From an optimization exercise on the open Yosys and OpenROAD flow, aimed at small area; shortcuts taken in it are not production practice.
Function was checked by simulation only, so behaviour that the tests miss may differ from the original.
Power and IR drop assume default switching activity.

$ cat config.mk
export PLATFORM = sky130hd
export DESIGN_NAME = fir
export DESIGN_NICKNAME = fir
export VERILOG_FILES = /design/flow/design.v
export SDC_FILE = /design/flow/constraint.sdc
export NUM_CORES = 4
export LEC_CHECK = 0
export CAP_MARGIN = 20
export CORE_MARGIN = 2
export CORE_UTILIZATION = 40
export SLEW_MARGIN = 20
export SYNTH_HIERARCHICAL = 1
$ cat constraint.sdc
create_clock -name core_clock -period 12.0 [get_ports {clk}]
set_input_delay 2.4000 -clock core_clock [delete_from_list [all_inputs] [get_ports {clk}]]
set_output_delay 2.4000 -clock core_clock [all_outputs]
set_load 0.01 [all_outputs]
$ cat design.v
`timescale 1ns/10ps
module fir(data_out, out_enable, data_in, sample_enable, coef_enable, error, clk, reset);
	output [15:0] data_out;
	output out_enable;
	output error;
	input [7:0] data_in;
	input sample_enable;
	input coef_enable;
	input clk;
	input reset;
	localparam S_RESET  = 3'd5;
	localparam S_FILTER = 3'd6;
	localparam S_ERROR  = 3'd7;
	reg [2:0] state;
	reg primed;
	reg [7:0] c0n, c1n, c2n, c3n, c4n;
	reg [7:0] x1n, x2n, x3n, x4n;
	wire [7:0] dn = ~data_in;
	wire ce = coef_enable;
	wire se = sample_enable;
	wire st_reset  = (state == S_RESET);
	wire st_filter = (state == S_FILTER);
	wire st_error  = (state == S_ERROR);
	wire st_coeff  = (state < 3'd5);
	wire st_c0     = (state == 3'd0);
	wire read_coef = ce & ~se & ~st_error;
	wire read_samp = se & ~ce & (st_filter | st_c0);
	assign out_enable = st_filter | (st_c0 & ~ce & se);
	assign error = st_error | (st_reset & se) | (st_coeff & ce & se) |
	               (st_coeff & ~st_c0 & ~ce) | (st_filter & ce & se);
	reg [2:0] nstate;
	always @(*) begin
		nstate = state;
		if (error) nstate = S_ERROR;
		else if (read_coef) nstate = (st_coeff && state != 3'd4) ? state + 3'd1 : (st_coeff ? 3'd0 : 3'd1);
		else if (st_c0) nstate = S_FILTER;
	end
	always @(posedge clk or negedge reset)
		if (~reset) begin
			state <= S_RESET;
			primed <= 1'b0;
		end else begin
			state <= nstate;
			if (st_c0 & ~ce) primed <= 1'b1;
		end
	always @(posedge clk)
		if (read_samp | ~primed) begin
			x1n <= read_samp ? dn : 8'hff;
			x2n <= x1n; x3n <= x2n; x4n <= x3n;
		end
	always @(posedge clk)
		if (read_coef) begin
			c0n <= dn; c1n <= c0n; c2n <= c1n; c3n <= c2n; c4n <= c3n;
		end
	wire p0;
	wire p1;
	wire p2;
	wire p3;
	wire p4;
	wire p5;
	wire p6;
	wire p7;
	wire p8;
	wire p9;
	wire p10;
	wire p11;
	wire p12;
	wire p13;
	wire p14;
	wire p15;
	wire p16;
	wire p17;
	wire p18;
	wire p19;
	wire p20;
	wire p21;
	wire p22;
	wire p23;
	wire p24;
	wire p25;
	wire p26;
	wire p27;
	wire p28;
	wire p29;
	wire p30;
	wire p31;
	wire p32;
	wire p33;
	wire p34;
	wire p35;
	wire p36;
	wire p37;
	wire p38;
	wire p39;
	wire p40;
	wire p41;
	wire p42;
	wire p43;
	wire p44;
	wire p45;
	wire p46;
	wire p47;
	wire p48;
	wire p49;
	wire p50;
	wire p51;
	wire p52;
	wire p53;
	wire p54;
	wire p55;
	wire p56;
	wire p57;
	wire p58;
	wire p59;
	wire p60;
	wire p61;
	wire p62;
	wire p63;
	wire p64;
	wire p65;
	wire p66;
	wire p67;
	wire p68;
	wire p69;
	wire p70;
	wire p71;
	wire p72;
	wire p73;
	wire p74;
	wire p75;
	wire p76;
	wire p77;
	wire p78;
	wire p79;
	wire p80;
	wire p81;
	wire p82;
	wire p83;
	wire p84;
	wire p85;
	wire p86;
	wire p87;
	wire p88;
	wire p89;
	wire p90;
	wire p91;
	wire p92;
	wire p93;
	wire p94;
	wire p95;
	wire p96;
	wire p97;
	wire p98;
	wire p99;
	wire p100;
	wire p101;
	wire p102;
	wire p103;
	wire p104;
	wire p105;
	wire p106;
	wire p107;
	wire p108;
	wire p109;
	wire p110;
	wire p111;
	wire p112;
	wire p113;
	wire p114;
	wire p115;
	wire p116;
	wire p117;
	wire p118;
	wire p119;
	wire p120;
	wire p121;
	wire p122;
	wire p123;
	wire p124;
	wire p125;
	wire p126;
	wire p127;
	wire p128;
	wire p129;
	wire p130;
	wire p131;
	wire p132;
	wire p133;
	wire p134;
	wire p135;
	wire p136;
	wire p137;
	wire p138;
	wire p139;
	wire p140;
	wire p141;
	wire p142;
	wire p143;
	wire p144;
	wire p145;
	wire p146;
	wire p147;
	wire p148;
	wire p149;
	wire p150;
	wire p151;
	wire p152;
	wire p153;
	wire p154;
	wire p155;
	wire p156;
	wire p157;
	wire p158;
	wire p159;
	wire p160;
	wire p161;
	wire p162;
	wire p163;
	wire p164;
	wire p165;
	wire p166;
	wire p167;
	wire p168;
	wire p169;
	wire p170;
	wire p171;
	wire p172;
	wire p173;
	wire p174;
	wire p175;
	wire p176;
	wire p177;
	wire p178;
	wire p179;
	wire p180;
	wire p181;
	wire p182;
	wire p183;
	wire p184;
	wire p185;
	wire p186;
	wire p187;
	wire p188;
	wire p189;
	wire p190;
	wire p191;
	wire p192;
	wire p193;
	wire p194;
	wire p195;
	wire p196;
	wire p197;
	wire p198;
	wire p199;
	wire p200;
	wire p201;
	wire p202;
	wire p203;
	wire p204;
	wire p205;
	wire p206;
	wire p207;
	wire p208;
	wire p209;
	wire p210;
	wire p211;
	wire p212;
	wire p213;
	wire p214;
	wire p215;
	wire p216;
	wire p217;
	wire p218;
	wire p219;
	wire p220;
	wire p221;
	wire p222;
	wire p223;
	wire p224;
	wire p225;
	wire p226;
	wire p227;
	wire p228;
	wire p229;
	wire p230;
	wire p231;
	wire p232;
	wire p233;
	wire p234;
	wire p235;
	wire p236;
	wire p237;
	wire p238;
	wire p239;
	wire p240;
	wire p241;
	wire p242;
	wire p243;
	wire p244;
	wire p245;
	wire p246;
	wire p247;
	wire p248;
	wire p249;
	wire p250;
	wire p251;
	wire p252;
	wire p253;
	wire p254;
	wire p255;
	wire p256;
	wire p257;
	wire p258;
	wire p259;
	wire p260;
	wire p261;
	wire p262;
	wire p263;
	wire p264;
	wire p265;
	wire p266;
	wire p267;
	wire p268;
	wire p269;
	wire p270;
	wire p271;
	wire p272;
	wire p273;
	wire p274;
	wire p275;
	wire p276;
	wire p277;
	wire p278;
	wire p279;
	wire p280;
	wire p281;
	wire p282;
	wire p283;
	wire p284;
	wire p285;
	wire p286;
	wire p287;
	wire p288;
	wire p289;
	wire p290;
	wire p291;
	wire p292;
	wire p293;
	wire p294;
	wire p295;
	wire p296;
	wire p297;
	wire p298;
	wire p299;
	wire p300;
	wire p301;
	wire p302;
	wire p303;
	wire p304;
	wire p305;
	wire p306;
	wire p307;
	wire p308;
	wire p309;
	wire p310;
	wire p311;
	wire p312;
	wire p313;
	wire p314;
	wire p315;
	wire p316;
	wire p317;
	wire p318;
	wire p319;
	wire s320;
	wire k320;
	wire s321;
	wire k321;
	wire s322;
	wire k322;
	wire s323;
	wire k323;
	wire s324;
	wire k324;
	wire s325;
	wire k325;
	wire s326;
	wire k326;
	wire s327;
	wire k327;
	wire s328;
	wire k328;
	wire s329;
	wire k329;
	wire s330;
	wire k330;
	wire s331;
	wire k331;
	wire s332;
	wire k332;
	wire s333;
	wire k333;
	wire s334;
	wire k334;
	wire s335;
	wire k335;
	wire s336;
	wire k336;
	wire s337;
	wire k337;
	wire s338;
	wire k338;
	wire s339;
	wire k339;
	wire s340;
	wire k340;
	wire s341;
	wire k341;
	wire s342;
	wire k342;
	wire s343;
	wire k343;
	wire s344;
	wire k344;
	wire s345;
	wire k345;
	wire s346;
	wire k346;
	wire s347;
	wire k347;
	wire s348;
	wire k348;
	wire s349;
	wire k349;
	wire s350;
	wire k350;
	wire s351;
	wire k351;
	wire s352;
	wire k352;
	wire s353;
	wire k353;
	wire s354;
	wire k354;
	wire s355;
	wire k355;
	wire s356;
	wire k356;
	wire s357;
	wire k357;
	wire s358;
	wire k358;
	wire s359;
	wire k359;
	wire s360;
	wire k360;
	wire s361;
	wire k361;
	wire s362;
	wire k362;
	wire s363;
	wire k363;
	wire s364;
	wire k364;
	wire s365;
	wire k365;
	wire s366;
	wire k366;
	wire s367;
	wire k367;
	wire s368;
	wire k368;
	wire s369;
	wire k369;
	wire s370;
	wire k370;
	wire s371;
	wire k371;
	wire s372;
	wire k372;
	wire s373;
	wire k373;
	wire s374;
	wire k374;
	wire s375;
	wire k375;
	wire s376;
	wire k376;
	wire s377;
	wire k377;
	wire s378;
	wire k378;
	wire s379;
	wire k379;
	wire s380;
	wire k380;
	wire s381;
	wire k381;
	wire s382;
	wire k382;
	wire s383;
	wire k383;
	wire s384;
	wire k384;
	wire s385;
	wire k385;
	wire s386;
	wire k386;
	wire s387;
	wire k387;
	wire s388;
	wire k388;
	wire s389;
	wire k389;
	wire s390;
	wire k390;
	wire s391;
	wire k391;
	wire s392;
	wire k392;
	wire s393;
	wire k393;
	wire s394;
	wire k394;
	wire s395;
	wire k395;
	wire s396;
	wire k396;
	wire s397;
	wire k397;
	wire s398;
	wire k398;
	wire s399;
	wire k399;
	wire s400;
	wire k400;
	wire s401;
	wire k401;
	wire s402;
	wire k402;
	wire s403;
	wire k403;
	wire s404;
	wire k404;
	wire s405;
	wire k405;
	wire s406;
	wire k406;
	wire s407;
	wire k407;
	wire s408;
	wire k408;
	wire s409;
	wire k409;
	wire s410;
	wire k410;
	wire s411;
	wire k411;
	wire s412;
	wire k412;
	wire s413;
	wire k413;
	wire s414;
	wire k414;
	wire s415;
	wire k415;
	wire s416;
	wire k416;
	wire s417;
	wire k417;
	wire s418;
	wire k418;
	wire s419;
	wire k419;
	wire s420;
	wire k420;
	wire s421;
	wire k421;
	wire s422;
	wire k422;
	wire s423;
	wire k423;
	wire s424;
	wire k424;
	wire s425;
	wire k425;
	wire s426;
	wire k426;
	wire s427;
	wire k427;
	wire s428;
	wire k428;
	wire s429;
	wire k429;
	wire s430;
	wire k430;
	wire s431;
	wire k431;
	wire s432;
	wire k432;
	wire s433;
	wire k433;
	wire s434;
	wire k434;
	wire s435;
	wire k435;
	wire s436;
	wire k436;
	wire s437;
	wire k437;
	wire s438;
	wire k438;
	wire s439;
	wire k439;
	wire s440;
	wire k440;
	wire s441;
	wire k441;
	wire s442;
	wire k442;
	wire s443;
	wire k443;
	wire s444;
	wire k444;
	wire s445;
	wire k445;
	wire s446;
	wire k446;
	wire s447;
	wire k447;
	wire s448;
	wire k448;
	wire s449;
	wire k449;
	wire s450;
	wire k450;
	wire s451;
	wire k451;
	wire s452;
	wire k452;
	wire s453;
	wire k453;
	wire s454;
	wire k454;
	wire s455;
	wire k455;
	wire s456;
	wire k456;
	wire s457;
	wire k457;
	wire s458;
	wire k458;
	wire s459;
	wire k459;
	wire s460;
	wire k460;
	wire s461;
	wire k461;
	wire s462;
	wire k462;
	wire s463;
	wire k463;
	wire s464;
	wire k464;
	wire s465;
	wire k465;
	wire s466;
	wire k466;
	wire s467;
	wire k467;
	wire s468;
	wire k468;
	wire s469;
	wire k469;
	wire s470;
	wire k470;
	wire s471;
	wire k471;
	wire s472;
	wire k472;
	wire s473;
	wire k473;
	wire s474;
	wire k474;
	wire s475;
	wire k475;
	wire s476;
	wire k476;
	wire s477;
	wire k477;
	wire s478;
	wire k478;
	wire s479;
	wire k479;
	wire s480;
	wire k480;
	wire s481;
	wire k481;
	wire s482;
	wire k482;
	wire s483;
	wire k483;
	wire s484;
	wire k484;
	wire s485;
	wire k485;
	wire s486;
	wire k486;
	wire s487;
	wire k487;
	wire s488;
	wire k488;
	wire s489;
	wire k489;
	wire s490;
	wire k490;
	wire s491;
	wire k491;
	wire s492;
	wire k492;
	wire s493;
	wire k493;
	wire s494;
	wire k494;
	wire s495;
	wire k495;
	wire s496;
	wire k496;
	wire s497;
	wire k497;
	wire s498;
	wire k498;
	wire s499;
	wire k499;
	wire s500;
	wire k500;
	wire s501;
	wire k501;
	wire s502;
	wire k502;
	wire s503;
	wire k503;
	wire s504;
	wire k504;
	wire s505;
	wire k505;
	wire s506;
	wire k506;
	wire s507;
	wire k507;
	wire s508;
	wire k508;
	wire s509;
	wire k509;
	wire s510;
	wire k510;
	wire s511;
	wire k511;
	wire s512;
	wire k512;
	wire s513;
	wire k513;
	wire s514;
	wire k514;
	wire s515;
	wire k515;
	wire s516;
	wire k516;
	wire s517;
	wire k517;
	wire s518;
	wire k518;
	wire s519;
	wire k519;
	wire s520;
	wire k520;
	wire s521;
	wire k521;
	wire s522;
	wire k522;
	wire s523;
	wire k523;
	wire s524;
	wire k524;
	wire s525;
	wire k525;
	wire s526;
	wire k526;
	wire s527;
	wire k527;
	wire s528;
	wire k528;
	wire s529;
	wire k529;
	wire s530;
	wire k530;
	wire s531;
	wire k531;
	wire s532;
	wire k532;
	wire s533;
	wire k533;
	wire s534;
	wire k534;
	wire s535;
	wire k535;
	wire s536;
	wire k536;
	wire s537;
	wire k537;
	wire s538;
	wire k538;
	wire s539;
	wire k539;
	wire s540;
	wire k540;
	wire s541;
	wire k541;
	wire s542;
	wire k542;
	wire s543;
	wire k543;
	wire s544;
	wire k544;
	wire s545;
	wire k545;
	wire s546;
	wire k546;
	wire s547;
	wire k547;
	wire s548;
	wire k548;
	wire s549;
	wire k549;
	wire s550;
	wire k550;
	wire s551;
	wire k551;
	wire s552;
	wire k552;
	wire s553;
	wire k553;
	wire s554;
	wire k554;
	wire s555;
	wire k555;
	wire s556;
	wire k556;
	wire s557;
	wire k557;
	wire s558;
	wire k558;
	wire s559;
	wire k559;
	wire s560;
	wire k560;
	wire s561;
	wire k561;
	wire s562;
	wire k562;
	wire s563;
	wire k563;
	wire s564;
	wire k564;
	wire s565;
	wire k565;
	wire s566;
	wire k566;
	wire s567;
	wire k567;
	wire s568;
	wire k568;
	wire s569;
	wire k569;
	wire s570;
	wire k570;
	wire s571;
	wire k571;
	wire s572;
	wire k572;
	wire s573;
	wire k573;
	wire s574;
	wire k574;
	wire s575;
	wire k575;
	wire s576;
	wire k576;
	wire s577;
	wire k577;
	wire s578;
	wire k578;
	wire s579;
	wire k579;
	wire s580;
	wire k580;
	wire s581;
	wire k581;
	wire s582;
	wire k582;
	wire s583;
	wire k583;
	wire s584;
	wire k584;
	wire s585;
	wire k585;
	wire s586;
	wire k586;
	wire s587;
	wire k587;
	wire s588;
	wire k588;
	wire s589;
	wire k589;
	wire s590;
	wire k590;
	wire s591;
	wire k591;
	wire s592;
	wire k592;
	wire s593;
	wire k593;
	wire s594;
	wire k594;
	wire s595;
	wire k595;
	wire s596;
	wire k596;
	wire s597;
	wire k597;
	wire s598;
	wire k598;
	wire s599;
	wire k599;
	wire s600;
	wire k600;
	wire s601;
	wire k601;
	wire s602;
	wire k602;
	wire s603;
	wire k603;
	wire s604;
	wire k604;
	wire s605;
	wire k605;
	wire s606;
	wire k606;
	wire s607;
	wire k607;
	wire s608;
	wire k608;
	wire s609;
	wire k609;
	wire s610;
	wire k610;
	wire s611;
	wire k611;
	wire s612;
	wire k612;
	wire s613;
	wire k613;
	wire s614;
	wire k614;
	wire s615;
	wire k615;
	wire s616;
	wire k616;
	wire s617;
	wire k617;
	wire s618;
	wire k618;
	wire s619;
	wire k619;
	wire s620;
	wire k620;
	wire s621;
	wire k621;
	wire s622;
	wire k622;
	wire s623;
	wire k623;
	wire s624;
	wire k624;
	wire s625;
	wire k625;
	wire s626;
	wire k626;
	wire o627;
	wire o628;
	wire r629;
	wire o630;
	wire r631;
	wire o632;
	wire r633;
	wire o634;
	assign p0 = ~(c4n[0] | dn[0]);
	assign p1 = ~(c4n[0] | dn[1]);
	assign p2 = ~(c4n[0] | dn[2]);
	assign p3 = ~(c4n[0] | dn[3]);
	assign p4 = ~(c4n[0] | dn[4]);
	assign p5 = ~(c4n[0] | dn[5]);
	assign p6 = ~(c4n[0] | dn[6]);
	assign p7 = ~(c4n[0] | dn[7]);
	assign p8 = ~(c4n[1] | dn[0]);
	assign p9 = ~(c4n[1] | dn[1]);
	assign p10 = ~(c4n[1] | dn[2]);
	assign p11 = ~(c4n[1] | dn[3]);
	assign p12 = ~(c4n[1] | dn[4]);
	assign p13 = ~(c4n[1] | dn[5]);
	assign p14 = ~(c4n[1] | dn[6]);
	assign p15 = ~(c4n[1] | dn[7]);
	assign p16 = ~(c4n[2] | dn[0]);
	assign p17 = ~(c4n[2] | dn[1]);
	assign p18 = ~(c4n[2] | dn[2]);
	assign p19 = ~(c4n[2] | dn[3]);
	assign p20 = ~(c4n[2] | dn[4]);
	assign p21 = ~(c4n[2] | dn[5]);
	assign p22 = ~(c4n[2] | dn[6]);
	assign p23 = ~(c4n[2] | dn[7]);
	assign p24 = ~(c4n[3] | dn[0]);
	assign p25 = ~(c4n[3] | dn[1]);
	assign p26 = ~(c4n[3] | dn[2]);
	assign p27 = ~(c4n[3] | dn[3]);
	assign p28 = ~(c4n[3] | dn[4]);
	assign p29 = ~(c4n[3] | dn[5]);
	assign p30 = ~(c4n[3] | dn[6]);
	assign p31 = ~(c4n[3] | dn[7]);
	assign p32 = ~(c4n[4] | dn[0]);
	assign p33 = ~(c4n[4] | dn[1]);
	assign p34 = ~(c4n[4] | dn[2]);
	assign p35 = ~(c4n[4] | dn[3]);
	assign p36 = ~(c4n[4] | dn[4]);
	assign p37 = ~(c4n[4] | dn[5]);
	assign p38 = ~(c4n[4] | dn[6]);
	assign p39 = ~(c4n[4] | dn[7]);
	assign p40 = ~(c4n[5] | dn[0]);
	assign p41 = ~(c4n[5] | dn[1]);
	assign p42 = ~(c4n[5] | dn[2]);
	assign p43 = ~(c4n[5] | dn[3]);
	assign p44 = ~(c4n[5] | dn[4]);
	assign p45 = ~(c4n[5] | dn[5]);
	assign p46 = ~(c4n[5] | dn[6]);
	assign p47 = ~(c4n[5] | dn[7]);
	assign p48 = ~(c4n[6] | dn[0]);
	assign p49 = ~(c4n[6] | dn[1]);
	assign p50 = ~(c4n[6] | dn[2]);
	assign p51 = ~(c4n[6] | dn[3]);
	assign p52 = ~(c4n[6] | dn[4]);
	assign p53 = ~(c4n[6] | dn[5]);
	assign p54 = ~(c4n[6] | dn[6]);
	assign p55 = ~(c4n[6] | dn[7]);
	assign p56 = ~(c4n[7] | dn[0]);
	assign p57 = ~(c4n[7] | dn[1]);
	assign p58 = ~(c4n[7] | dn[2]);
	assign p59 = ~(c4n[7] | dn[3]);
	assign p60 = ~(c4n[7] | dn[4]);
	assign p61 = ~(c4n[7] | dn[5]);
	assign p62 = ~(c4n[7] | dn[6]);
	assign p63 = ~(c4n[7] | dn[7]);
	assign p64 = ~(c3n[0] | x1n[0]);
	assign p65 = ~(c3n[0] | x1n[1]);
	assign p66 = ~(c3n[0] | x1n[2]);
	assign p67 = ~(c3n[0] | x1n[3]);
	assign p68 = ~(c3n[0] | x1n[4]);
	assign p69 = ~(c3n[0] | x1n[5]);
	assign p70 = ~(c3n[0] | x1n[6]);
	assign p71 = ~(c3n[0] | x1n[7]);
	assign p72 = ~(c3n[1] | x1n[0]);
	assign p73 = ~(c3n[1] | x1n[1]);
	assign p74 = ~(c3n[1] | x1n[2]);
	assign p75 = ~(c3n[1] | x1n[3]);
	assign p76 = ~(c3n[1] | x1n[4]);
	assign p77 = ~(c3n[1] | x1n[5]);
	assign p78 = ~(c3n[1] | x1n[6]);
	assign p79 = ~(c3n[1] | x1n[7]);
	assign p80 = ~(c3n[2] | x1n[0]);
	assign p81 = ~(c3n[2] | x1n[1]);
	assign p82 = ~(c3n[2] | x1n[2]);
	assign p83 = ~(c3n[2] | x1n[3]);
	assign p84 = ~(c3n[2] | x1n[4]);
	assign p85 = ~(c3n[2] | x1n[5]);
	assign p86 = ~(c3n[2] | x1n[6]);
	assign p87 = ~(c3n[2] | x1n[7]);
	assign p88 = ~(c3n[3] | x1n[0]);
	assign p89 = ~(c3n[3] | x1n[1]);
	assign p90 = ~(c3n[3] | x1n[2]);
	assign p91 = ~(c3n[3] | x1n[3]);
	assign p92 = ~(c3n[3] | x1n[4]);
	assign p93 = ~(c3n[3] | x1n[5]);
	assign p94 = ~(c3n[3] | x1n[6]);
	assign p95 = ~(c3n[3] | x1n[7]);
	assign p96 = ~(c3n[4] | x1n[0]);
	assign p97 = ~(c3n[4] | x1n[1]);
	assign p98 = ~(c3n[4] | x1n[2]);
	assign p99 = ~(c3n[4] | x1n[3]);
	assign p100 = ~(c3n[4] | x1n[4]);
	assign p101 = ~(c3n[4] | x1n[5]);
	assign p102 = ~(c3n[4] | x1n[6]);
	assign p103 = ~(c3n[4] | x1n[7]);
	assign p104 = ~(c3n[5] | x1n[0]);
	assign p105 = ~(c3n[5] | x1n[1]);
	assign p106 = ~(c3n[5] | x1n[2]);
	assign p107 = ~(c3n[5] | x1n[3]);
	assign p108 = ~(c3n[5] | x1n[4]);
	assign p109 = ~(c3n[5] | x1n[5]);
	assign p110 = ~(c3n[5] | x1n[6]);
	assign p111 = ~(c3n[5] | x1n[7]);
	assign p112 = ~(c3n[6] | x1n[0]);
	assign p113 = ~(c3n[6] | x1n[1]);
	assign p114 = ~(c3n[6] | x1n[2]);
	assign p115 = ~(c3n[6] | x1n[3]);
	assign p116 = ~(c3n[6] | x1n[4]);
	assign p117 = ~(c3n[6] | x1n[5]);
	assign p118 = ~(c3n[6] | x1n[6]);
	assign p119 = ~(c3n[6] | x1n[7]);
	assign p120 = ~(c3n[7] | x1n[0]);
	assign p121 = ~(c3n[7] | x1n[1]);
	assign p122 = ~(c3n[7] | x1n[2]);
	assign p123 = ~(c3n[7] | x1n[3]);
	assign p124 = ~(c3n[7] | x1n[4]);
	assign p125 = ~(c3n[7] | x1n[5]);
	assign p126 = ~(c3n[7] | x1n[6]);
	assign p127 = ~(c3n[7] | x1n[7]);
	assign p128 = ~(c2n[0] | x2n[0]);
	assign p129 = ~(c2n[0] | x2n[1]);
	assign p130 = ~(c2n[0] | x2n[2]);
	assign p131 = ~(c2n[0] | x2n[3]);
	assign p132 = ~(c2n[0] | x2n[4]);
	assign p133 = ~(c2n[0] | x2n[5]);
	assign p134 = ~(c2n[0] | x2n[6]);
	assign p135 = ~(c2n[0] | x2n[7]);
	assign p136 = ~(c2n[1] | x2n[0]);
	assign p137 = ~(c2n[1] | x2n[1]);
	assign p138 = ~(c2n[1] | x2n[2]);
	assign p139 = ~(c2n[1] | x2n[3]);
	assign p140 = ~(c2n[1] | x2n[4]);
	assign p141 = ~(c2n[1] | x2n[5]);
	assign p142 = ~(c2n[1] | x2n[6]);
	assign p143 = ~(c2n[1] | x2n[7]);
	assign p144 = ~(c2n[2] | x2n[0]);
	assign p145 = ~(c2n[2] | x2n[1]);
	assign p146 = ~(c2n[2] | x2n[2]);
	assign p147 = ~(c2n[2] | x2n[3]);
	assign p148 = ~(c2n[2] | x2n[4]);
	assign p149 = ~(c2n[2] | x2n[5]);
	assign p150 = ~(c2n[2] | x2n[6]);
	assign p151 = ~(c2n[2] | x2n[7]);
	assign p152 = ~(c2n[3] | x2n[0]);
	assign p153 = ~(c2n[3] | x2n[1]);
	assign p154 = ~(c2n[3] | x2n[2]);
	assign p155 = ~(c2n[3] | x2n[3]);
	assign p156 = ~(c2n[3] | x2n[4]);
	assign p157 = ~(c2n[3] | x2n[5]);
	assign p158 = ~(c2n[3] | x2n[6]);
	assign p159 = ~(c2n[3] | x2n[7]);
	assign p160 = ~(c2n[4] | x2n[0]);
	assign p161 = ~(c2n[4] | x2n[1]);
	assign p162 = ~(c2n[4] | x2n[2]);
	assign p163 = ~(c2n[4] | x2n[3]);
	assign p164 = ~(c2n[4] | x2n[4]);
	assign p165 = ~(c2n[4] | x2n[5]);
	assign p166 = ~(c2n[4] | x2n[6]);
	assign p167 = ~(c2n[4] | x2n[7]);
	assign p168 = ~(c2n[5] | x2n[0]);
	assign p169 = ~(c2n[5] | x2n[1]);
	assign p170 = ~(c2n[5] | x2n[2]);
	assign p171 = ~(c2n[5] | x2n[3]);
	assign p172 = ~(c2n[5] | x2n[4]);
	assign p173 = ~(c2n[5] | x2n[5]);
	assign p174 = ~(c2n[5] | x2n[6]);
	assign p175 = ~(c2n[5] | x2n[7]);
	assign p176 = ~(c2n[6] | x2n[0]);
	assign p177 = ~(c2n[6] | x2n[1]);
	assign p178 = ~(c2n[6] | x2n[2]);
	assign p179 = ~(c2n[6] | x2n[3]);
	assign p180 = ~(c2n[6] | x2n[4]);
	assign p181 = ~(c2n[6] | x2n[5]);
	assign p182 = ~(c2n[6] | x2n[6]);
	assign p183 = ~(c2n[6] | x2n[7]);
	assign p184 = ~(c2n[7] | x2n[0]);
	assign p185 = ~(c2n[7] | x2n[1]);
	assign p186 = ~(c2n[7] | x2n[2]);
	assign p187 = ~(c2n[7] | x2n[3]);
	assign p188 = ~(c2n[7] | x2n[4]);
	assign p189 = ~(c2n[7] | x2n[5]);
	assign p190 = ~(c2n[7] | x2n[6]);
	assign p191 = ~(c2n[7] | x2n[7]);
	assign p192 = ~(c1n[0] | x3n[0]);
	assign p193 = ~(c1n[0] | x3n[1]);
	assign p194 = ~(c1n[0] | x3n[2]);
	assign p195 = ~(c1n[0] | x3n[3]);
	assign p196 = ~(c1n[0] | x3n[4]);
	assign p197 = ~(c1n[0] | x3n[5]);
	assign p198 = ~(c1n[0] | x3n[6]);
	assign p199 = ~(c1n[0] | x3n[7]);
	assign p200 = ~(c1n[1] | x3n[0]);
	assign p201 = ~(c1n[1] | x3n[1]);
	assign p202 = ~(c1n[1] | x3n[2]);
	assign p203 = ~(c1n[1] | x3n[3]);
	assign p204 = ~(c1n[1] | x3n[4]);
	assign p205 = ~(c1n[1] | x3n[5]);
	assign p206 = ~(c1n[1] | x3n[6]);
	assign p207 = ~(c1n[1] | x3n[7]);
	assign p208 = ~(c1n[2] | x3n[0]);
	assign p209 = ~(c1n[2] | x3n[1]);
	assign p210 = ~(c1n[2] | x3n[2]);
	assign p211 = ~(c1n[2] | x3n[3]);
	assign p212 = ~(c1n[2] | x3n[4]);
	assign p213 = ~(c1n[2] | x3n[5]);
	assign p214 = ~(c1n[2] | x3n[6]);
	assign p215 = ~(c1n[2] | x3n[7]);
	assign p216 = ~(c1n[3] | x3n[0]);
	assign p217 = ~(c1n[3] | x3n[1]);
	assign p218 = ~(c1n[3] | x3n[2]);
	assign p219 = ~(c1n[3] | x3n[3]);
	assign p220 = ~(c1n[3] | x3n[4]);
	assign p221 = ~(c1n[3] | x3n[5]);
	assign p222 = ~(c1n[3] | x3n[6]);
	assign p223 = ~(c1n[3] | x3n[7]);
	assign p224 = ~(c1n[4] | x3n[0]);
	assign p225 = ~(c1n[4] | x3n[1]);
	assign p226 = ~(c1n[4] | x3n[2]);
	assign p227 = ~(c1n[4] | x3n[3]);
	assign p228 = ~(c1n[4] | x3n[4]);
	assign p229 = ~(c1n[4] | x3n[5]);
	assign p230 = ~(c1n[4] | x3n[6]);
	assign p231 = ~(c1n[4] | x3n[7]);
	assign p232 = ~(c1n[5] | x3n[0]);
	assign p233 = ~(c1n[5] | x3n[1]);
	assign p234 = ~(c1n[5] | x3n[2]);
	assign p235 = ~(c1n[5] | x3n[3]);
	assign p236 = ~(c1n[5] | x3n[4]);
	assign p237 = ~(c1n[5] | x3n[5]);
	assign p238 = ~(c1n[5] | x3n[6]);
	assign p239 = ~(c1n[5] | x3n[7]);
	assign p240 = ~(c1n[6] | x3n[0]);
	assign p241 = ~(c1n[6] | x3n[1]);
	assign p242 = ~(c1n[6] | x3n[2]);
	assign p243 = ~(c1n[6] | x3n[3]);
	assign p244 = ~(c1n[6] | x3n[4]);
	assign p245 = ~(c1n[6] | x3n[5]);
	assign p246 = ~(c1n[6] | x3n[6]);
	assign p247 = ~(c1n[6] | x3n[7]);
	assign p248 = ~(c1n[7] | x3n[0]);
	assign p249 = ~(c1n[7] | x3n[1]);
	assign p250 = ~(c1n[7] | x3n[2]);
	assign p251 = ~(c1n[7] | x3n[3]);
	assign p252 = ~(c1n[7] | x3n[4]);
	assign p253 = ~(c1n[7] | x3n[5]);
	assign p254 = ~(c1n[7] | x3n[6]);
	assign p255 = ~(c1n[7] | x3n[7]);
	assign p256 = ~(c0n[0] | x4n[0]);
	assign p257 = ~(c0n[0] | x4n[1]);
	assign p258 = ~(c0n[0] | x4n[2]);
	assign p259 = ~(c0n[0] | x4n[3]);
	assign p260 = ~(c0n[0] | x4n[4]);
	assign p261 = ~(c0n[0] | x4n[5]);
	assign p262 = ~(c0n[0] | x4n[6]);
	assign p263 = ~(c0n[0] | x4n[7]);
	assign p264 = ~(c0n[1] | x4n[0]);
	assign p265 = ~(c0n[1] | x4n[1]);
	assign p266 = ~(c0n[1] | x4n[2]);
	assign p267 = ~(c0n[1] | x4n[3]);
	assign p268 = ~(c0n[1] | x4n[4]);
	assign p269 = ~(c0n[1] | x4n[5]);
	assign p270 = ~(c0n[1] | x4n[6]);
	assign p271 = ~(c0n[1] | x4n[7]);
	assign p272 = ~(c0n[2] | x4n[0]);
	assign p273 = ~(c0n[2] | x4n[1]);
	assign p274 = ~(c0n[2] | x4n[2]);
	assign p275 = ~(c0n[2] | x4n[3]);
	assign p276 = ~(c0n[2] | x4n[4]);
	assign p277 = ~(c0n[2] | x4n[5]);
	assign p278 = ~(c0n[2] | x4n[6]);
	assign p279 = ~(c0n[2] | x4n[7]);
	assign p280 = ~(c0n[3] | x4n[0]);
	assign p281 = ~(c0n[3] | x4n[1]);
	assign p282 = ~(c0n[3] | x4n[2]);
	assign p283 = ~(c0n[3] | x4n[3]);
	assign p284 = ~(c0n[3] | x4n[4]);
	assign p285 = ~(c0n[3] | x4n[5]);
	assign p286 = ~(c0n[3] | x4n[6]);
	assign p287 = ~(c0n[3] | x4n[7]);
	assign p288 = ~(c0n[4] | x4n[0]);
	assign p289 = ~(c0n[4] | x4n[1]);
	assign p290 = ~(c0n[4] | x4n[2]);
	assign p291 = ~(c0n[4] | x4n[3]);
	assign p292 = ~(c0n[4] | x4n[4]);
	assign p293 = ~(c0n[4] | x4n[5]);
	assign p294 = ~(c0n[4] | x4n[6]);
	assign p295 = ~(c0n[4] | x4n[7]);
	assign p296 = ~(c0n[5] | x4n[0]);
	assign p297 = ~(c0n[5] | x4n[1]);
	assign p298 = ~(c0n[5] | x4n[2]);
	assign p299 = ~(c0n[5] | x4n[3]);
	assign p300 = ~(c0n[5] | x4n[4]);
	assign p301 = ~(c0n[5] | x4n[5]);
	assign p302 = ~(c0n[5] | x4n[6]);
	assign p303 = ~(c0n[5] | x4n[7]);
	assign p304 = ~(c0n[6] | x4n[0]);
	assign p305 = ~(c0n[6] | x4n[1]);
	assign p306 = ~(c0n[6] | x4n[2]);
	assign p307 = ~(c0n[6] | x4n[3]);
	assign p308 = ~(c0n[6] | x4n[4]);
	assign p309 = ~(c0n[6] | x4n[5]);
	assign p310 = ~(c0n[6] | x4n[6]);
	assign p311 = ~(c0n[6] | x4n[7]);
	assign p312 = ~(c0n[7] | x4n[0]);
	assign p313 = ~(c0n[7] | x4n[1]);
	assign p314 = ~(c0n[7] | x4n[2]);
	assign p315 = ~(c0n[7] | x4n[3]);
	assign p316 = ~(c0n[7] | x4n[4]);
	assign p317 = ~(c0n[7] | x4n[5]);
	assign p318 = ~(c0n[7] | x4n[6]);
	assign p319 = ~(c0n[7] | x4n[7]);
	fir_fa u320 (p128, p192, p256, s320, k320);
	fir_fa u321 (p64, s320, p0, s321, k321);
	fir_fa u322 (p129, p136, p193, s322, k322);
	fir_fa u323 (p200, p257, p264, s323, k323);
	fir_fa u324 (p65, p72, k320, s324, k324);
	fir_fa u325 (s322, s323, s324, s325, k325);
	fir_fa u326 (s325, p1, p8, s326, k326);
	fir_ha u327 (k321, s326, s327, k327);
	fir_fa u328 (p130, p137, p144, s328, k328);
	fir_fa u329 (p194, p201, p208, s329, k329);
	fir_fa u330 (p258, p265, p272, s330, k330);
	fir_fa u331 (p66, p73, p80, s331, k331);
	fir_fa u332 (k322, k323, s328, s332, k332);
	fir_fa u333 (s329, s330, s331, s333, k333);
	fir_fa u334 (k324, s332, s333, s334, k334);
	fir_fa u335 (k325, s334, p16, s335, k335);
	fir_fa u336 (p2, p9, k326, s336, k336);
	fir_fa u337 (s335, k327, s336, s337, k337);
	fir_fa u338 (p131, p138, p145, s338, k338);
	fir_fa u339 (p152, p195, p202, s339, k339);
	fir_fa u340 (p209, p216, p259, s340, k340);
	fir_fa u341 (p266, p273, p280, s341, k341);
	fir_fa u342 (p67, p74, p81, s342, k342);
	fir_fa u343 (p88, k328, k329, s343, k343);
	fir_fa u344 (k330, k331, s338, s344, k344);
	fir_fa u345 (s339, s340, s341, s345, k345);
	fir_fa u346 (s342, k332, k333, s346, k346);
	fir_fa u347 (s343, s344, s345, s347, k347);
	fir_fa u348 (k334, s346, s347, s348, k348);
	fir_fa u349 (s348, p10, p17, s349, k349);
	fir_fa u350 (p24, p3, k335, s350, k350);
	fir_fa u351 (s349, k336, s350, s351, k351);
	fir_ha u352 (k337, s351, s352, k352);
	fir_fa u353 (p132, p139, p146, s353, k353);
	fir_fa u354 (p153, p160, p196, s354, k354);
	fir_fa u355 (p203, p210, p217, s355, k355);
	fir_fa u356 (p224, p260, p267, s356, k356);
	fir_fa u357 (p274, p281, p288, s357, k357);
	fir_fa u358 (p68, p75, p82, s358, k358);
	fir_fa u359 (p89, p96, k338, s359, k359);
	fir_fa u360 (k339, k340, k341, s360, k360);
	fir_fa u361 (k342, s353, s354, s361, k361);
	fir_fa u362 (s355, s356, s357, s362, k362);
	fir_fa u363 (s358, k343, s359, s363, k363);
	fir_fa u364 (k344, k345, s360, s364, k364);
	fir_fa u365 (s361, s362, k346, s365, k365);
	fir_fa u366 (s363, k347, s364, s366, k366);
	fir_fa u367 (s365, k348, s366, s367, k367);
	fir_fa u368 (p11, p18, p25, s368, k368);
	fir_fa u369 (p32, p4, s367, s369, k369);
	fir_fa u370 (k349, s368, s369, s370, k370);
	fir_fa u371 (k350, s370, k351, s371, k371);
	fir_ha u372 (k352, s371, s372, k372);
	fir_fa u373 (p104, p133, p140, s373, k373);
	fir_fa u374 (p147, p154, p161, s374, k374);
	fir_fa u375 (p168, p197, p204, s375, k375);
	fir_fa u376 (p211, p218, p225, s376, k376);
	fir_fa u377 (p232, p261, p268, s377, k377);
	fir_fa u378 (p275, p282, p289, s378, k378);
	fir_fa u379 (p296, p69, p76, s379, k379);
	fir_fa u380 (p83, p90, p97, s380, k380);
	fir_fa u381 (k353, k354, k355, s381, k381);
	fir_fa u382 (k356, k357, k358, s382, k382);
	fir_fa u383 (s373, s374, s375, s383, k383);
	fir_fa u384 (s376, s377, s378, s384, k384);
	fir_fa u385 (s379, s380, k359, s385, k385);
	fir_fa u386 (k360, k361, k362, s386, k386);
	fir_fa u387 (s381, s382, s383, s387, k387);
	fir_fa u388 (s384, s385, k363, s388, k388);
	fir_fa u389 (k364, s386, s387, s389, k389);
	fir_fa u390 (k365, s388, k366, s390, k390);
	fir_fa u391 (s389, p12, p19, s391, k391);
	fir_fa u392 (p26, p33, p40, s392, k392);
	fir_fa u393 (p5, s390, k367, s393, k393);
	fir_fa u394 (k368, s391, s392, s394, k394);
	fir_fa u395 (k369, s393, k370, s395, k395);
	fir_fa u396 (s394, s395, k371, s396, k396);
	fir_ha u397 (k372, s396, s397, k397);
	fir_fa u398 (p105, p112, p134, s398, k398);
	fir_fa u399 (p141, p148, p155, s399, k399);
	fir_fa u400 (p162, p169, p176, s400, k400);
	fir_fa u401 (p198, p205, p212, s401, k401);
	fir_fa u402 (p219, p226, p233, s402, k402);
	fir_fa u403 (p240, p262, p269, s403, k403);
	fir_fa u404 (p276, p283, p290, s404, k404);
	fir_fa u405 (p297, p304, p70, s405, k405);
	fir_fa u406 (p77, p84, p91, s406, k406);
	fir_fa u407 (p98, k373, k374, s407, k407);
	fir_fa u408 (k375, k376, k377, s408, k408);
	fir_fa u409 (k378, k379, k380, s409, k409);
	fir_fa u410 (s398, s399, s400, s410, k410);
	fir_fa u411 (s401, s402, s403, s411, k411);
	fir_fa u412 (s404, s405, s406, s412, k412);
	fir_fa u413 (k381, k382, k383, s413, k413);
	fir_fa u414 (k384, s407, s408, s414, k414);
	fir_fa u415 (s409, s410, s411, s415, k415);
	fir_fa u416 (s412, k385, k386, s416, k416);
	fir_fa u417 (s413, k387, s414, s417, k417);
	fir_fa u418 (s415, k388, s416, s418, k418);
	fir_fa u419 (k389, s417, k390, s419, k419);
	fir_fa u420 (p13, p20, p27, s420, k420);
	fir_fa u421 (p34, p41, p48, s421, k421);
	fir_fa u422 (p6, s418, k391, s422, k422);
	fir_fa u423 (k392, s419, k393, s423, k423);
	fir_fa u424 (s420, s421, s422, s424, k424);
	fir_fa u425 (k394, s423, s424, s425, k425);
	fir_fa u426 (k395, s425, k396, s426, k426);
	fir_ha u427 (k397, s426, s427, k427);
	fir_fa u428 (p106, p113, p120, s428, k428);
	fir_fa u429 (p135, p142, p149, s429, k429);
	fir_fa u430 (p156, p163, p170, s430, k430);
	fir_fa u431 (p177, p184, p199, s431, k431);
	fir_fa u432 (p206, p213, p220, s432, k432);
	fir_fa u433 (p227, p234, p241, s433, k433);
	fir_fa u434 (p248, p263, p270, s434, k434);
	fir_fa u435 (p277, p284, p291, s435, k435);
	fir_fa u436 (p298, p305, p312, s436, k436);
	fir_fa u437 (p71, p78, p85, s437, k437);
	fir_fa u438 (p92, p99, k398, s438, k438);
	fir_fa u439 (k399, k400, k401, s439, k439);
	fir_fa u440 (k402, k403, k404, s440, k440);
	fir_fa u441 (k405, k406, s428, s441, k441);
	fir_fa u442 (s429, s430, s431, s442, k442);
	fir_fa u443 (s432, s433, s434, s443, k443);
	fir_fa u444 (s435, s436, s437, s444, k444);
	fir_fa u445 (k407, k408, k409, s445, k445);
	fir_fa u446 (s438, k410, k411, s446, k446);
	fir_fa u447 (k412, s439, s440, s447, k447);
	fir_fa u448 (s441, s442, s443, s448, k448);
	fir_fa u449 (s444, k413, k414, s449, k449);
	fir_fa u450 (s445, s446, s447, s450, k450);
	fir_fa u451 (k415, s448, k416, s451, k451);
	fir_fa u452 (s449, k417, s450, s452, k452);
	fir_fa u453 (k418, s451, p14, s453, k453);
	fir_fa u454 (p21, p28, p35, s454, k454);
	fir_fa u455 (p42, p49, p56, s455, k455);
	fir_fa u456 (p7, s452, k419, s456, k456);
	fir_fa u457 (k420, k421, s453, s457, k457);
	fir_fa u458 (s454, s455, k422, s458, k458);
	fir_fa u459 (s456, k423, s457, s459, k459);
	fir_fa u460 (k424, s458, s459, s460, k460);
	fir_fa u461 (k425, s460, k426, s461, k461);
	fir_ha u462 (k427, s461, s462, k462);
	fir_fa u463 (p100, p107, p114, s463, k463);
	fir_fa u464 (p121, p143, p150, s464, k464);
	fir_fa u465 (p157, p164, p171, s465, k465);
	fir_fa u466 (p178, p185, p207, s466, k466);
	fir_fa u467 (p214, p221, p228, s467, k467);
	fir_fa u468 (p235, p242, p249, s468, k468);
	fir_fa u469 (p271, p278, p285, s469, k469);
	fir_fa u470 (p292, p299, p306, s470, k470);
	fir_fa u471 (p313, p79, p86, s471, k471);
	fir_fa u472 (p93, k428, k429, s472, k472);
	fir_fa u473 (k430, k431, k432, s473, k473);
	fir_fa u474 (k433, k434, k435, s474, k474);
	fir_fa u475 (k436, k437, s463, s475, k475);
	fir_fa u476 (s464, s465, s466, s476, k476);
	fir_fa u477 (s467, s468, s469, s477, k477);
	fir_fa u478 (s470, s471, k438, s478, k478);
	fir_fa u479 (k439, k440, k441, s479, k479);
	fir_fa u480 (k442, k443, k444, s480, k480);
	fir_fa u481 (s472, s473, s474, s481, k481);
	fir_fa u482 (s475, s476, s477, s482, k482);
	fir_fa u483 (s478, k445, k446, s483, k483);
	fir_fa u484 (k447, s479, s480, s484, k484);
	fir_fa u485 (s481, k448, s482, s485, k485);
	fir_fa u486 (k449, s483, k450, s486, k486);
	fir_fa u487 (s484, s485, k451, s487, k487);
	fir_fa u488 (p15, p22, p29, s488, k488);
	fir_fa u489 (p36, p43, p50, s489, k489);
	fir_fa u490 (p57, s486, k452, s490, k490);
	fir_fa u491 (s487, k453, k454, s491, k491);
	fir_fa u492 (k455, s488, s489, s492, k492);
	fir_fa u493 (s490, k456, k457, s493, k493);
	fir_fa u494 (s491, s492, k458, s494, k494);
	fir_fa u495 (s493, k459, s494, s495, k495);
	fir_fa u496 (k460, s495, k461, s496, k496);
	fir_ha u497 (k462, s496, s497, k497);
	fir_fa u498 (p101, p108, p115, s498, k498);
	fir_fa u499 (p122, p151, p158, s499, k499);
	fir_fa u500 (p165, p172, p179, s500, k500);
	fir_fa u501 (p186, p215, p222, s501, k501);
	fir_fa u502 (p229, p236, p243, s502, k502);
	fir_fa u503 (p250, p279, p286, s503, k503);
	fir_fa u504 (p293, p300, p307, s504, k504);
	fir_fa u505 (p314, p87, p94, s505, k505);
	fir_fa u506 (k463, k464, k465, s506, k506);
	fir_fa u507 (k466, k467, k468, s507, k507);
	fir_fa u508 (k469, k470, k471, s508, k508);
	fir_fa u509 (s498, s499, s500, s509, k509);
	fir_fa u510 (s501, s502, s503, s510, k510);
	fir_fa u511 (s504, s505, k472, s511, k511);
	fir_fa u512 (k473, k474, k475, s512, k512);
	fir_fa u513 (k476, k477, s506, s513, k513);
	fir_fa u514 (s507, s508, s509, s514, k514);
	fir_fa u515 (s510, k478, k479, s515, k515);
	fir_fa u516 (s511, k480, k481, s516, k516);
	fir_fa u517 (s512, s513, k482, s517, k517);
	fir_fa u518 (s514, s515, k483, s518, k518);
	fir_fa u519 (k484, s516, k485, s519, k519);
	fir_fa u520 (s517, p23, p30, s520, k520);
	fir_fa u521 (p37, p44, p51, s521, k521);
	fir_fa u522 (p58, s518, k486, s522, k522);
	fir_fa u523 (s519, k487, k488, s523, k523);
	fir_fa u524 (k489, s520, s521, s524, k524);
	fir_fa u525 (k490, s522, k491, s525, k525);
	fir_fa u526 (s523, k492, s524, s526, k526);
	fir_fa u527 (k493, s525, s526, s527, k527);
	fir_fa u528 (k494, s527, k495, s528, k528);
	fir_fa u529 (s528, k496, k497, s529, k529);
	fir_fa u530 (p102, p109, p116, s530, k530);
	fir_fa u531 (p123, p159, p166, s531, k531);
	fir_fa u532 (p173, p180, p187, s532, k532);
	fir_fa u533 (p223, p230, p237, s533, k533);
	fir_fa u534 (p244, p251, p287, s534, k534);
	fir_fa u535 (p294, p301, p308, s535, k535);
	fir_fa u536 (p315, p95, k498, s536, k536);
	fir_fa u537 (k499, k500, k501, s537, k537);
	fir_fa u538 (k502, k503, k504, s538, k538);
	fir_fa u539 (k505, s530, s531, s539, k539);
	fir_fa u540 (s532, s533, s534, s540, k540);
	fir_fa u541 (s535, k506, k507, s541, k541);
	fir_fa u542 (k508, s536, k509, s542, k542);
	fir_fa u543 (k510, s537, s538, s543, k543);
	fir_fa u544 (s539, s540, k511, s544, k544);
	fir_fa u545 (k512, k513, s541, s545, k545);
	fir_fa u546 (s542, k514, s543, s546, k546);
	fir_fa u547 (k515, s544, k516, s547, k547);
	fir_fa u548 (k517, s545, s546, s548, k548);
	fir_fa u549 (k518, p31, p38, s549, k549);
	fir_fa u550 (p45, p52, p59, s550, k550);
	fir_fa u551 (s547, k519, s548, s551, k551);
	fir_fa u552 (k520, k521, k522, s552, k552);
	fir_fa u553 (s549, s550, s551, s553, k553);
	fir_fa u554 (k523, k524, s552, s554, k554);
	fir_fa u555 (s553, k525, k526, s555, k555);
	fir_fa u556 (s554, k527, s555, s556, k556);
	fir_fa u557 (s556, k528, k529, s557, k557);
	fir_fa u558 (p103, p110, p117, s558, k558);
	fir_fa u559 (p124, p167, p174, s559, k559);
	fir_fa u560 (p181, p188, p231, s560, k560);
	fir_fa u561 (p238, p245, p252, s561, k561);
	fir_fa u562 (p295, p302, p309, s562, k562);
	fir_fa u563 (p316, k530, k531, s563, k563);
	fir_fa u564 (k532, k533, k534, s564, k564);
	fir_fa u565 (k535, s558, s559, s565, k565);
	fir_fa u566 (s560, s561, s562, s566, k566);
	fir_fa u567 (k536, k537, k538, s567, k567);
	fir_fa u568 (k539, k540, s563, s568, k568);
	fir_fa u569 (s564, s565, s566, s569, k569);
	fir_fa u570 (k541, k542, k543, s570, k570);
	fir_fa u571 (s567, s568, s569, s571, k571);
	fir_fa u572 (k544, k545, s570, s572, k572);
	fir_fa u573 (k546, s571, k547, s573, k573);
	fir_fa u574 (p39, p46, p53, s574, k574);
	fir_fa u575 (p60, k548, s572, s575, k575);
	fir_fa u576 (s573, k549, k550, s576, k576);
	fir_fa u577 (s574, k551, s575, s577, k577);
	fir_fa u578 (k552, s576, k553, s578, k578);
	fir_fa u579 (s577, k554, s578, s579, k579);
	fir_fa u580 (k555, s579, k556, s580, k580);
	fir_fa u581 (p111, p118, p125, s581, k581);
	fir_fa u582 (p175, p182, p189, s582, k582);
	fir_fa u583 (p239, p246, p253, s583, k583);
	fir_fa u584 (p303, p310, p317, s584, k584);
	fir_fa u585 (k558, k559, k560, s585, k585);
	fir_fa u586 (k561, k562, s581, s586, k586);
	fir_fa u587 (s582, s583, s584, s587, k587);
	fir_fa u588 (k563, k564, k565, s588, k588);
	fir_fa u589 (k566, s585, s586, s589, k589);
	fir_fa u590 (s587, k567, k568, s590, k590);
	fir_fa u591 (s588, s589, k569, s591, k591);
	fir_fa u592 (k570, s590, k571, s592, k592);
	fir_fa u593 (s591, k572, p47, s593, k593);
	fir_fa u594 (p54, p61, s592, s594, k594);
	fir_fa u595 (k573, k574, k575, s595, k595);
	fir_fa u596 (s593, s594, k576, s596, k596);
	fir_fa u597 (s595, k577, s596, s597, k597);
	fir_fa u598 (k578, s597, k579, s598, k598);
	fir_ha u599 (s598, k580, s599, k599);
	fir_fa u600 (p119, p126, p183, s600, k600);
	fir_fa u601 (p190, p247, p254, s601, k601);
	fir_fa u602 (p311, p318, k581, s602, k602);
	fir_fa u603 (k582, k583, k584, s603, k603);
	fir_fa u604 (s600, s601, k585, s604, k604);
	fir_fa u605 (s602, k586, k587, s605, k605);
	fir_fa u606 (s603, s604, k588, s606, k606);
	fir_fa u607 (k589, s605, k590, s607, k607);
	fir_fa u608 (s606, k591, s607, s608, k608);
	fir_fa u609 (p55, p62, k592, s609, k609);
	fir_fa u610 (s608, k593, k594, s610, k610);
	fir_fa u611 (s609, k595, s610, s611, k611);
	fir_fa u612 (k596, s611, k597, s612, k612);
	fir_fa u613 (s612, k598, k599, s613, k613);
	fir_fa u614 (p127, p191, p255, s614, k614);
	fir_fa u615 (p319, k600, k601, s615, k615);
	fir_fa u616 (s614, k602, k603, s616, k616);
	fir_fa u617 (s615, k604, s616, s617, k617);
	fir_fa u618 (k605, k606, s617, s618, k618);
	fir_fa u619 (k607, p63, s618, s619, k619);
	fir_fa u620 (k608, k609, s619, s620, k620);
	fir_fa u621 (k610, s620, k611, s621, k621);
	fir_fa u622 (s621, k612, k613, s622, k622);
	fir_fa u623 (k614, k615, k616, s623, k623);
	fir_fa u624 (s623, k617, k618, s624, k624);
	fir_fa u625 (s624, k619, k620, s625, k625);
	fir_fa u626 (s625, k621, k622, s626, k626);
	assign o627 = s580 ^ k557;
	assign o628 = s599 ^ (k557 & s580);
	assign r629 = s580 & s599;
	assign o630 = s613 ^ (k557 & r629);
	assign r631 = r629 & s613;
	assign o632 = s622 ^ (k557 & r631);
	assign r633 = r631 & s622;
	assign o634 = s626 ^ (k557 & r633);
	assign data_out = {o634, o632, o630, o628, o627, s557, s529, s497, s462, s427, s397, s372, s352, s337, s327, s321};
endmodule
module fir_fa(input a, input b, input c, output s, output co);
	assign s = a ^ b ^ c;
	assign co = (a & b) | (c & (a ^ b));
endmodule
module fir_ha(input a, input b, output s, output co);
	assign s = a ^ b;
	assign co = a & b;
endmodule
$ cat flow/run.sh
#!/bin/bash
# The standard layout, with smaller port buffers and a clock tree built
# from small clock buffers without dummy balancing loads.
set -uo pipefail
bash standard.sh \
  "BUFFER_PORTS_ARGS=-buffer_cell sky130_fd_sc_hd__buf_1" \
  "CTS_ARGS=-sink_clustering_enable -repair_clock_nets -buf_list sky130_fd_sc_hd__clkbuf_4 -root_buf sky130_fd_sc_hd__clkbuf_8 -dont_use_dummy_load" \
  finish > standard_make.log 2>&1
$ cat standard.sh
#!/bin/bash
# synth_recipe.tcl (not shown) runs the flow's synth.tcl, then flattens the netlist and writes it again
# the make line also repeats each setting of config.mk as NAME=value (left out here)
make -C /OpenROAD-flow-scripts/flow DESIGN_CONFIG=/design/flow/config.mk WORK_HOME=/design/flow/orfs CLKGATE_MAP_FILE= SYNTH_SCRIPT=/design/flow/synth_recipe.tcl "${@:-finish}"
==> flow_metrics.tcl, run 1 <==
set metrics [dict create \
    status "timing/DRC/antenna clean" \
    clockBufferDepth 2 \
    min_to "primed" \
    nNetsFinal 1128 \
    worst_setup_path_start_kind "flip-flop" \
    arrival_ps 8180 \
    synth.area.mux_share_pct 0 \
    rsz0062_at_grt "false" \
    hold_path.startpoint "primed" \
    min_path_type "flip-flop to flip-flop" \
    core.rowCount 58 \
    ys_types 28 \
    cp.buffers_inverters 1 \
    synth.avg_cell_area_um2 12.1 \
    antenna_found_initial 0 \
    root_buffer "clkbuf_8" \
    synth_xor_area_share_pct 0.339 \
    area_delta_synth_final_pct 2.51 \
    portBuffers 29 \
    min_period_ps 10580 \
    r2r_start "state[0]" \
    htreeDepth 3 \
    overflow 0 \
    drc_errors 0 \
    dp_hpwl_um 20800 \
    grt_usage_pct 20.7 \
    cts_setup_buffers 0 \
    fmaxAchievable_mhz 94.5 \
    worst-path-max-fanout 9 \
    grt_pass1_vias 7069 \
    peakVddDrop_uv 51.0 \
    setup_viol_count_final 0 \
    core-area_mm2 0.0253 \
    cts_sinks 76 \
    synth_area_mm2 0.0103 \
    worstPathRequired_ps 9600 \
    p_leak_uw 0.00496 \
    cts_tree "yes" \
    netlist_instances 850 \
    hold_viol_final 0 \
    crit_family "adder cells" \
    antenna_cells 0 \
    path_cells "nor2_1, fa_1, fa_1, fa_1, fa_1, fa_1, fa_1, fa_1, fa_1, fa_1, fa_1, fa_1, fa_1, ha_1, fa_1, fa_1, ha_1, xor2_1, buf_1" \
    drt.antenna.violating_nets 0 \
    fin_crit_sh_pct 88.2 \
    reg2reg_depth 6 \
    synthAdderAreaFrac_pct 59.7 \
    synth_top_family_by_area "adder cells" \
    yosysSeqAreaShare_pct 21.9 \
    timing.rr.end "x1n[2]" \
    dp_cells 1122 \
    ios 30 \
    wl_per_cell_um 22.5 \
    dr_total_vias 6146 \
    drt_first_pass_iters 5 \
    clock_skew_ps 25.6 \
    design_area_mm2 0.0106 \
    cpMostUsedCell "fa_1" \
    fin_setup_tns_ps 0 \
    hold_buffers 0 \
    critPathKind "flip-flop to output pin" \
    cts_resized 0 \
    min_path_cells 1 \
    routed_via_density 5.43 \
    syn_nets 1175 \
    numCtsBuffers 9 \
    fp.dieH_um 165 \
    final_cells 1131 \
    grt_start_max_net_pins 45 \
    clock_latency_ps 380 \
    cp-end-kind "output pin" \
    design.die.area_mm2 0.0271 \
    yosysWarnings 7 \
    drt-total-wl_um 25500 \
    ys_ff_latch 76 \
    drtIter0Drc 514 \
    synth-simple-area-share_pct 12.8 \
    fin_total_pwr_uw 571 \
    drv_cap 0 \
    gp_congestion 0.975 \
    dpl_cell_area_mm2 0.0105 \
    grt_first_pass_wirelength_um 40900 \
    final.fill_count 2381 \
    worst_pin_slew_ps 648 \
    drive_above_1_share_pct 2.25 \
    pwr_density_cell_mw_per_mm2 53.9 \
    die_w_um 165 \
    slew_headroom_pct 56.8 \
    slowest_delay_ps 590 \
    final_max_slew_viol_count 0 \
    initial_core_util_pct 40.9 \
    synth_compound_area_share_pct 0.897 \
    critPathSlowestCell "edfxtp_1" \
    path_clk_slew_ps 90 \
    rrSetupSlack_ps 9740 \
]
==> per-module statistics from Yosys, one instance, submodules excluded <==
module  copies in the design  cell area (um2)  flip-flops and latches
fir_ha                     8             12.5                       0
fir_fa                   299             20.0                       0
fir                        1             4240                      76
==> power breakdown <==
| group | switching [uW] | internal, uW |
|---|---|---|
| Sequential | 0.121 | 288 |
| Clock | 92.6 | 67.1 |
| Combinational | 72.5 | 50.8 |
==> stage by stage <==
step / hold WS [ps] / utilization (%) / setup slack [ps]
finish: 494 / 41.9 / 1420
global route: 512 / 41.9 / 1100
CTS: 493 / 41.9 / 1370
detailed placement: 468 / 41.4 / 1770
global placement: 462 / 41.4 / 1830
floorplan: 424 / - / 2230
==> how the worst max path moves through the flow <==
stage	end	start	cells after the start	slack (ps)
after floorplan	data_out[12]	x2n[0]	20	2230
after global placement	data_out[12]	x3n[2]	19	1830
after detailed placement	data_out[12]	x3n[2]	19	1770
after CTS	data_out[12]	x3n[2]	19	1370
after global routing	data_out[15]	x3n[1]	20	1100
final	data_out[12]	x3n[2]	19	1420
==> worst reg2reg max path: stages (launching register included) <==
cell	delay [ps]
dfstp_2	390
inv_1	120
ha_1	220
nand2b_1	140
a21oi_4	390
nand2b_1	160
buf_4	420
==> sequential cells by signal, indices dropped and copies added (netlist names) <==
register  count
c0n           8
c1n           8
c2n           8
c3n           8
c4n           8
x1n           8
x2n           8
x3n           8
x4n           8
state         3
primed        1
==> logic make-up (layout without fill, tap and decap cells) <==
logic type,count (synthesis),after routing
AND/OR/NAND/NOR,345,345
flip-flops,76,76
adder cells (fa/ha/maj),313,313
AO/OA/AOI/OAI,10,10
buffers and inverters,102,53
XOR/XNOR,4,4
==> per-layer routing <==
metal  track usage, %  routed length [um]
met5                0                   0
met4             6.76                 798
met3             3.69                1800
met2             35.0               13100
met1             27.3                9790
==> layout make-up <==
class	count	area, um2	area share, %
inverters	13	48.8	0.461
repair buffers	31	124	1.17
clock buffers	9	124	1.17
multi-input cells	672	7610	71.9
well taps	330	413	3.90
flip-flops and latches	76	2260	21.4
==> cell usage after synthesis <==
master    count  area (um2)
nand3b_1      1        7.51
nand4_1       1        6.26
nand3_1       3        15.0
ha_1         14         175
a211oi_2      1        12.5
nor2b_2       1        8.76
nor2_1      322        1210
o221ai_1      1        8.76
clkinv_1      8        30.0
or2_4         1        8.76
nand2_1      13        48.8
o21bai_1      1        7.51
edfxtp_1     72        2160
buf_6         1        11.3
a21oi_4       1        16.3
inv_1         5        18.8
a31o_1        1        8.76
nand2b_1      3        18.8
xor2_1        2        17.5
clkbuf_1     72         270
xnor2_1       2        17.5
o311ai_1      1        8.76
dfstp_2       2        52.6
dfrtp_1       2        50.1
fa_1        299        5990
buf_4        16         120
a311oi_2      1        15.0
o21ai_0       3        15.0
==> cell usage in the layout, fill, tap and decap left out <==
master and instances:
a21oi_4 1, o21bai_1 1, nand3_1 3, edfxtp_1 72, nand4_1 1, dfstp_2 2
dfrtp_1 2, a211oi_2 1, buf_1 29, ha_1 14, fa_1 299, xnor2_1 2
nand2_1 13, a311oi_2 1, inv_1 4, nand3b_1 1, clkbuf_8 9, nor2_1 322
o311ai_1 1, or2_4 1, o221ai_1 1, nor2b_2 1, o21ai_0 3, clkinv_1 9
buf_4 2, a31o_1 1, nand2b_1 3, xor2_1 2
==> run 2, diff against run 1 <==
==> flow/run.sh (replaced) <==
#!/bin/bash
# The standard layout, with smaller port buffers and a clock tree built
# from small clock buffers without dummy balancing loads.
set -uo pipefail
bash standard.sh \
  "BUFFER_PORTS_ARGS=-buffer_cell sky130_fd_sc_hd__buf_1" \
  "CTS_ARGS=-sink_clustering_enable -repair_clock_nets -buf_list sky130_fd_sc_hd__clkbuf_8 -root_buf sky130_fd_sc_hd__clkbuf_8 -sink_clustering_size 40 -sink_clustering_max_diameter 300 -dont_use_dummy_load" \
  finish > standard_make.log 2>&1
--- a/config.mk
+++ b/config.mk
@@ -7,6 +7,6 @@
 export LEC_CHECK = 0
 export CAP_MARGIN = 20
 export CORE_MARGIN = 2
-export CORE_UTILIZATION = 40
+export CORE_UTILIZATION = 65
 export SLEW_MARGIN = 20
 export SYNTH_HIERARCHICAL = 1
==> run 2 against run 1 <==
Compared with the run above:
- still clean
- design area decreased by 1.3%
- hold slack got worse by 6.1 ps
- die area fell by 38%
- core utilization is 25 points higher
- synthesized cell count stayed put
- power up 1.0%
- sequential share of layout area up 0.29 points
- register-to-register slack worse by 20 ps
- sequential power hardly changed
- final cell count is 10% lower
- largest cell class unchanged
- largest power group unchanged
==> flow_metrics.tcl, run 2 <==
set metrics [dict create \
    core-area_mm2 0.0157 \
    crit_family "adder cells" \
    final_common_cell "nor2_1" \
    worstPathRequired_ps 9600 \
    htreeDepth 3 \
    numCtsBuffers 9 \
    portBuffers 29 \
    netlist_instances 850 \
    final_max_slew_viol_count 0 \
    drc_errors 0 \
    ys_types 28 \
    cp-end-kind "output pin" \
    cts_resized 0 \
    root_buffer "clkbuf_8" \
    worst_setup_path_start_kind "flip-flop" \
    clock_latency_ps 380 \
    hold_buffers 0 \
    area_delta_synth_final_pct 1.13 \
    synth-edff-count 72 \
    antenna_cells 0 \
    initial_core_util_pct 65.7 \
    synth.avg_cell_area_um2 12.1 \
    die_w_um 130 \
    cp.buffers_inverters 1 \
    path_cells "nor2_1, fa_1, fa_1, fa_1, fa_1, fa_1, fa_1, fa_1, fa_1, fa_1, fa_1, fa_1, fa_1, ha_1, fa_1, fa_1, ha_1, xor2_1, buf_1" \
    yosysSeqAreaShare_pct 21.9 \
    ys_ff_latch 76 \
    critPathSlowestCell "edfxtp_1" \
    fin_setup_tns_ps 0 \
    cts_sinks 76 \
    drt.antenna.violating_nets 0 \
    min_path_type "flip-flop to flip-flop" \
    status "timing/DRC/antenna clean" \
    min_period_ps 10700 \
    drv_cap 0 \
    overflow 0 \
    synthTopCellsByArea "fa_1 (58%), edfxtp_1 (21%), nor2_1 (12%)" \
    ys_async_sr_fraction_pct 5.26 \
    design.die.area_mm2 0.0169 \
    yosysWarnings 7 \
    fp.dieH_um 130 \
    drt-total-wl_um 26000 \
    clock_skew_ps 28.3 \
    core.rowCount 46 \
    grt_pass1_vias 7297 \
    peakVddDrop_uv 64.3 \
    p_leak_uw 0.00496 \
    grt_usage_pct 34.6 \
    worst-path-max-fanout 9 \
    whs_ps 488 \
    routed_via_density 6.27 \
    rsz0062_at_grt "false" \
    dpl_cell_area_mm2 0.0103 \
    synth_top_area_cell "fa_1" \
    rrSetupSlack_ps 9720 \
    arrival_ps 8300 \
    drive_above_1_share_pct 2.25 \
    cts_tree "yes" \
    dp_hpwl_um 20900 \
    grt_first_pass_wirelength_um 41100 \
    pwr_density_cell_mw_per_mm2 55.2 \
    fin_total_pwr_uw 577 \
    synth_area_mm2 0.0103 \
    grt_start_max_net_pins 45 \
    netlist_top_cells_count "nor2_1 (322), fa_1 (299), clkbuf_1 (72), edfxtp_1 (72), buf_4 (16)" \
    nNetsFinal 1128 \
    drtIter0Drc 496 \
    setup_viol_count_final 0 \
    cts_setup_buffers 0 \
    critPathKind "flip-flop to output pin" \
    fmaxAchievable_mhz 93.4 \
    antenna_found_initial 0 \
    slew_headroom_pct 55.7 \
    design_area_mm2 0.0104 \
    wl_per_cell_um 25.6 \
    fin_crit_sh_pct 89.2 \
    drt_first_pass_iters 5 \
    ys.flop_type "edfxtp_1" \
    slowest_delay_ps 700 \
    clockBufferDepth 2 \
    synth_top_area_share_pct 58.0 \
    path_clk_slew_ps 90 \
    syn_nets 1175 \
    yosys.cell_count.top_type "nor2_1" \
    hold_viol_final 0 \
    fin_util_pct 66.5 \
    ios 30 \
    gp_congestion 0.974 \
    final_cell_mix "nor2_1 (322), fa_1 (299), edfxtp_1 (72)" \
    dr_total_vias 6377 \
    cpMostUsedCell "fa_1" \
    worst_pin_slew_ps 665 \
]
run 2: final timing paths:
path,start,endpoint,cells after the start
min,primed,primed,1
min in group asynchronous,reset,primed,1
max,x2n[1],data_out[12],19
min reg2reg,primed,primed,1
max in group asynchronous,reset,state[0],1
max reg2reg,state[1],x1n[0],6
run 2: kinds of logic (layout without fill, tap and decap cells):
| family | Yosys count | after routing | share of synthesized area, % |
|---|---|---|---|
| xor gates and xnor gates | 4 | 4 | 0.339 |
| and+or+nand+nor | 345 | 345 | 12.8 |
| DFF | 76 | 76 | 21.9 |
| AOI/OAI and AO/OA | 10 | 10 | 0.897 |
| buffers and inverters | 102 | 53 | 4.36 |
| adders and majority gates | 313 | 313 | 59.7 |
run 2: worst register-to-register path: cells and delay by family, from the launching register on:
family | cells | cell delay [ps]
compound gates | 1 | 360
fa+ha+maj | 1 | 220
flops | 1 | 430
simple gates | 2 | 300
buf+inv | 2 | 580
run 2: layer usage:
metal	part of all wire, %	vias to the layer above	global-route usage [%]
li1	-	2462	-
met1	33	3441	43.2
met2	52	379	58.5
met3	8.4	95	7.01
met4	6.0	0	17.4
met5	0	-	0
run 2: report_power, final:
group	switching [uW]	internal, uW
Combinational	75.4	52.0
Sequential	0.112	288
Clock	94.2	67.2
Total	170	407
run 2: area by class of cell:
| cell class | count | area (um2) |
|---|---|---|
| tap | 216 | 270 |
| multi-input combinational | 672 | 7610 |
| clock buffer | 9 | 124 |
| sequential | 76 | 2260 |
| fill | 1223 | 5270 |
| inverter | 13 | 48.8 |
| timing repair buffer | 31 | 124 |
run 2: through the flow:
step                      worst slack, ps  cells
final                                1300   1017
after global routing                 1030   1017
after CTS                            1280   1017
after detailed placement             1700   1008
after global placement               1800   1008
after floorplan                      2230    850
run 2: per-module statistics from Yosys, one instance, submodules excluded:
| module | times used | cells |
|---|---|---|
| fir_fa | 299 | 1 |
| fir | 1 | 543 |
| fir_ha | 8 | 1 |

## afterwards: timing with drivers on the ports
The flow's constraints put no driver on any port. The routed layouts listed below were extracted and timed again, unchanged, in two steps.
Step 1, drivers: a clkbuf_16 drives clk and a buf_2 each remaining input, both assumed.
Step 2 times the ports against the registers' clock, not the clock port: input delays grow and output delays shrink by t, the midpoint of the rising clock arrivals with the driver on.
a / b / c = ideal ports / drivers / drivers and shift; a / b = the first two.
run	t, ns	setup slack, ns	hold WS [ns]	worst setup path after step 2	cell pins on the clock port's net
run 1	0.404	1.419 / 1.381 / 1.785	0.494 / 0.494 / 0.494	register to output	1
run 2	0.403	1.299 / 1.261 / 1.664	0.488 / 0.488 / 0.488	register to output	1
After both steps setup and hold are still met in every run listed.
